What follows belongs to an exercise in optimizing a design on an open flow for small area and a short achievable clock period; a production flow would make more cautious choices.
In this exercise RTL edits were held to simulation tests only and were not proved equivalent to the original.
No activity file was given, so power comes from the tool's default toggle rates.

==> run Y <==
## multiplier_pipelined
module multiplier_pipelined(
    input logic clk,
    input logic[31:0] a,
    input logic[31:0] b,
    output logic[63:0] r
);
Settings: LEC_CHECK=0, CAP_MARGIN=20, CORE_MARGIN=2, CORE_UTILIZATION=40, CTS_CLUSTER_DIAMETER=150, CTS_CLUSTER_SIZE=30, PLACE_DENSITY=0.75, SETUP_SLACK_MARGIN=4.8, SLEW_MARGIN=20, SYNTH_HIERARCHICAL=1, SYNTH_MINIMUM_KEEP_SIZE=0; clock period 9.0 ns.
standard.sh (not shown) runs the stock make flow with config.mk's settings and CLKGATE_MAP_FILE= SYNTH_SCRIPT=/design/flow/synth_recipe.tcl, a recipe that flattens the netlist after the stock synthesis.
==> flow/flow/run.sh <==
#!/bin/bash
# Standard ORFS layout (the standard.sh, unchanged synthesis), with the port
# buffers that global placement inserts made plain buffers instead of the
# default delay-cell choice. Each tool's output goes to a log file here.
set -euo pipefail
export BUFFER_PORTS_ARGS="-buffer_cell sky130_fd_sc_hd__buf_2"
bash standard.sh > standard_flow.log 2>&1
==> run P (differences from run Y) <==
CTS_CLUSTER_DIAMETER = default   (was 150)
CTS_CLUSTER_SIZE = default   (was 30)
PLACE_DENSITY = default   (was 0.75)
==> run F (differences from run Y) <==
--- a/flow/flow/run.sh
+++ b/flow/flow/run.sh
@@ -5,3 +5,3 @@
 set -euo pipefail
-export BUFFER_PORTS_ARGS="-buffer_cell sky130_fd_sc_hd__buf_2"
+export BUFFER_PORTS_ARGS="-buffer_cell sky130_fd_sc_hd__buf_4"
 bash standard.sh > standard_flow.log 2>&1
CTS_CLUSTER_DIAMETER = default   (was 150)
CTS_CLUSTER_SIZE = default   (was 30)
PLACE_DENSITY = default   (was 0.75)
SETUP_SLACK_MARGIN = 4.5   (was 4.8)
==> summary of the runs <==
- Utilization: run F < run Y < run P.
- In synthesized cell count, run P and run F do not differ.
- Of run P and run F, run P has the higher final cell count (gap 0.65%, measured against run F).
- Die area is the same in run Y and run F.
- Clock skew: run P is lower than run Y (0.011 ns).
- The lowest worst hold slack belongs to run P, the highest to run Y.
- Of run Y and run F, run Y has the higher non-clock buffer count (gap 28).
- Against run Y, the total power of run P is larger by 7.2%.
- Global-route usage, lowest first: run Y, run F, run P.
- In sequential power, run F and run Y hardly differ.
- The highest sequential share of layout area belongs to run Y, the lowest to run P.
==> figures <==
Placed cell areas: run Y 27880 um2; run F 28150 um2; run P 27840 um2
Share of post-route cells with drive strength above 1: run Y 0.2259; run F 0.1582; run P 0.2413
Flip-flop and latch power: run Y 2.09 mW; run F 2.07 mW; run P 2.18 mW
Final cycle utilization of the critical path: run Y 0.4715; run F 0.4947; run P 0.4721
Met3 usage: run Y 0.1118; run F 0.1026; run P 0.09484
Hpwl dp: run Y 64050 um; run F 67200 um; run P 67630 um
Power attributed to combinational cells: run Y 9.67 mW; run F 9.72 mW; run P 9.87 mW
Critical R2R Launch: run Y rs2_83; run F ra14; run P rt54
Worst stage delay on the critical path: run Y 0.35 ns; run F 0.94 ns; run P 0.37 ns
Source of the critical timing path: run Y rp1264; run F ra14; run P rp1292
Clock network fraction of design power: run Y 0.046; run F 0.082; run P 0.088
Power share of the combinational group: run Y 0.784; run F 0.757; run P 0.747
Routed wirelength normalized by instance count: run Y 27.85 um; run F 28.95 um; run P 29.30 um
Worst hold slack across all endpoints: run Y 1.026 ns; run F 0.9955 ns; run P 0.9184 ns
Final core occ: run Y 0.4414; run F 0.4356; run P 0.4525
Max-Slew Margin vs Limit: run Y 0.3418; run F 0.3033; run P 0.3366
Worst path bufs/invs: run Y 2; run F 0; run P 2
Signal buf overhead: run Y 0.05580; run F 0.05474; run P 0.05180
Worst setup EP type: run Y output pin; run F register; run P output pin
Overall power of the completed layout: run Y 12.33 mW; run F 12.84 mW; run P 13.22 mW
Placed Cells: run Y 3518; run F 3510; run P 3511
Gr usage total: run Y 0.2676; run F 0.2860; run P 0.2874
Run status: run Y complete, no violations; run F complete, no violations; run P complete, no violations

* * *

==> v20: inputs <==
multiplier_pipelined again, from the RTL that the note above started with.
==> flow/config.mk <==
export PLATFORM = sky130hd
export DESIGN_NAME = multiplier_pipelined
export DESIGN_NICKNAME = multiplier_pipelined
export VERILOG_FILES = /design/flow/design.v
export SDC_FILE = /design/flow/constraint.sdc
export NUM_CORES = 4
export LEC_CHECK = 0
export CAP_MARGIN = 20
export CORE_MARGIN = 2
export CORE_UTILIZATION = 40
export CTS_CLUSTER_DIAMETER = 150
export CTS_CLUSTER_SIZE = 30
export SETUP_SLACK_MARGIN = 4.8
export SLEW_MARGIN = 20
export SYNTH_HIERARCHICAL = 1
export SYNTH_MINIMUM_KEEP_SIZE = 0
==> flow/constraint.sdc <==
create_clock -name core_clock -period 9.0 [get_ports {clk}]
set_input_delay 1.8000 -clock core_clock [delete_from_list [all_inputs] [get_ports {clk}]]
set_output_delay 1.8000 -clock core_clock [all_outputs]
set_load 0.01 [all_outputs]
==> flow/flow/run.sh <==
#!/bin/bash
# Standard ORFS layout (the standard.sh, unchanged synthesis), with the port
# buffers that global placement inserts made plain buffers instead of the
# default delay-cell choice. Each tool's output goes to a log file here.
set -euo pipefail
export BUFFER_PORTS_ARGS="-buffer_cell sky130_fd_sc_hd__buf_2"
bash standard.sh > standard_flow.log 2>&1
==> inputs of v32, as changes to v20 <==
--- a/flow/flow/run.sh
+++ b/flow/flow/run.sh
@@ -4,4 +4,4 @@
 # default delay-cell choice. Each tool's output goes to a log file here.
 set -euo pipefail
-export BUFFER_PORTS_ARGS="-buffer_cell sky130_fd_sc_hd__buf_2"
+export BUFFER_PORTS_ARGS="-buffer_cell sky130_fd_sc_hd__buf_4"
 bash standard.sh > standard_flow.log 2>&1
Settings changed: CTS_CLUSTER_DIAMETER 150 to not set, CTS_CLUSTER_SIZE 30 to not set.
==> qor summary <==
Result of the run: v32 no timing/DRC/antenna violations; v20 no timing/DRC/antenna violations
Clock slew at the register clock pins of the worst setup and hold paths: v32 60 ps; v20 110 ps
Final setup margin: v32 4750 ps; v20 4830 ps
Global-route wire length before repair: v32 155,000 um; v20 153,000 um
Number of clock buffers in the layout: v32 33; v20 13
Total inserted antenna cells: v32 0; v20 1
Fraction of layout instances using a drive strength above 1: v32 0.237; v20 0.232
Final clock-cell share: v32 0.0277; v20 0.0142
Routing usage on met1: v32 0.381; v20 0.376
Total cell area at the placement stage: v32 28,100 um2; v20 27,800 um2
Setup Buffers After CTS: v32 23; v20 19
CP Data Arrival Time: v32 2450 ps; v20 2370 ps
Power density over the cells: v32 442 nW/um2; v20 425 nW/um2
Measured slew at the worst slew-check pin: v32 1050 ps; v20 1010 ps
HPWL Detailed: v32 67,200 um; v20 67,600 um
Relative area change from synthesis to final layout: v32 12.7%; v20 9.69%
Maximum fanout along the worst path: v32 3; v20 4

[static timing again, ports no longer ideal]
The results above use ideal ports. As a check the final layouts listed here were re-extracted and re-timed, cells and wires unchanged. Step 1 sets driving cells, clkbuf_16 on the clock port and buf_2 on the other inputs (assumed; they add their load-dependent delay and slew). Step 2, shift: input delay + t, output delay - t, t = (earliest + latest rising clock arrival at the registers) / 2. This alone moves slack from input paths to output paths. a / b / c = no drivers / after step 1 / after step 2; a / b = the first two.
run	t (ns)	setup WS [ns]	worst setup path after step 2	clock arrival spread, ns	cell pins on the clock port's net
run Y	0.581	4.757 / 4.691 / 4.700	input to register	0.026 / 0.025	1
run P	0.656	4.751 / 4.686 / 4.617	input to register	0.015 / 0.014	1
run F	0.641	4.548 / 4.490 / 4.548	register to register	0.022 / 0.021	1
v20	0.597	4.825 / 4.761 / 4.649	input to register	0.026 / 0.026	1
v32	0.641	4.751 / 4.683 / 4.607	input to register	0.021 / 0.021	1
After both steps setup and hold are still met in every run listed. The setup slack of v20, which loses most, moves by -0.064 ns with the drivers and by -0.176 ns with both steps.
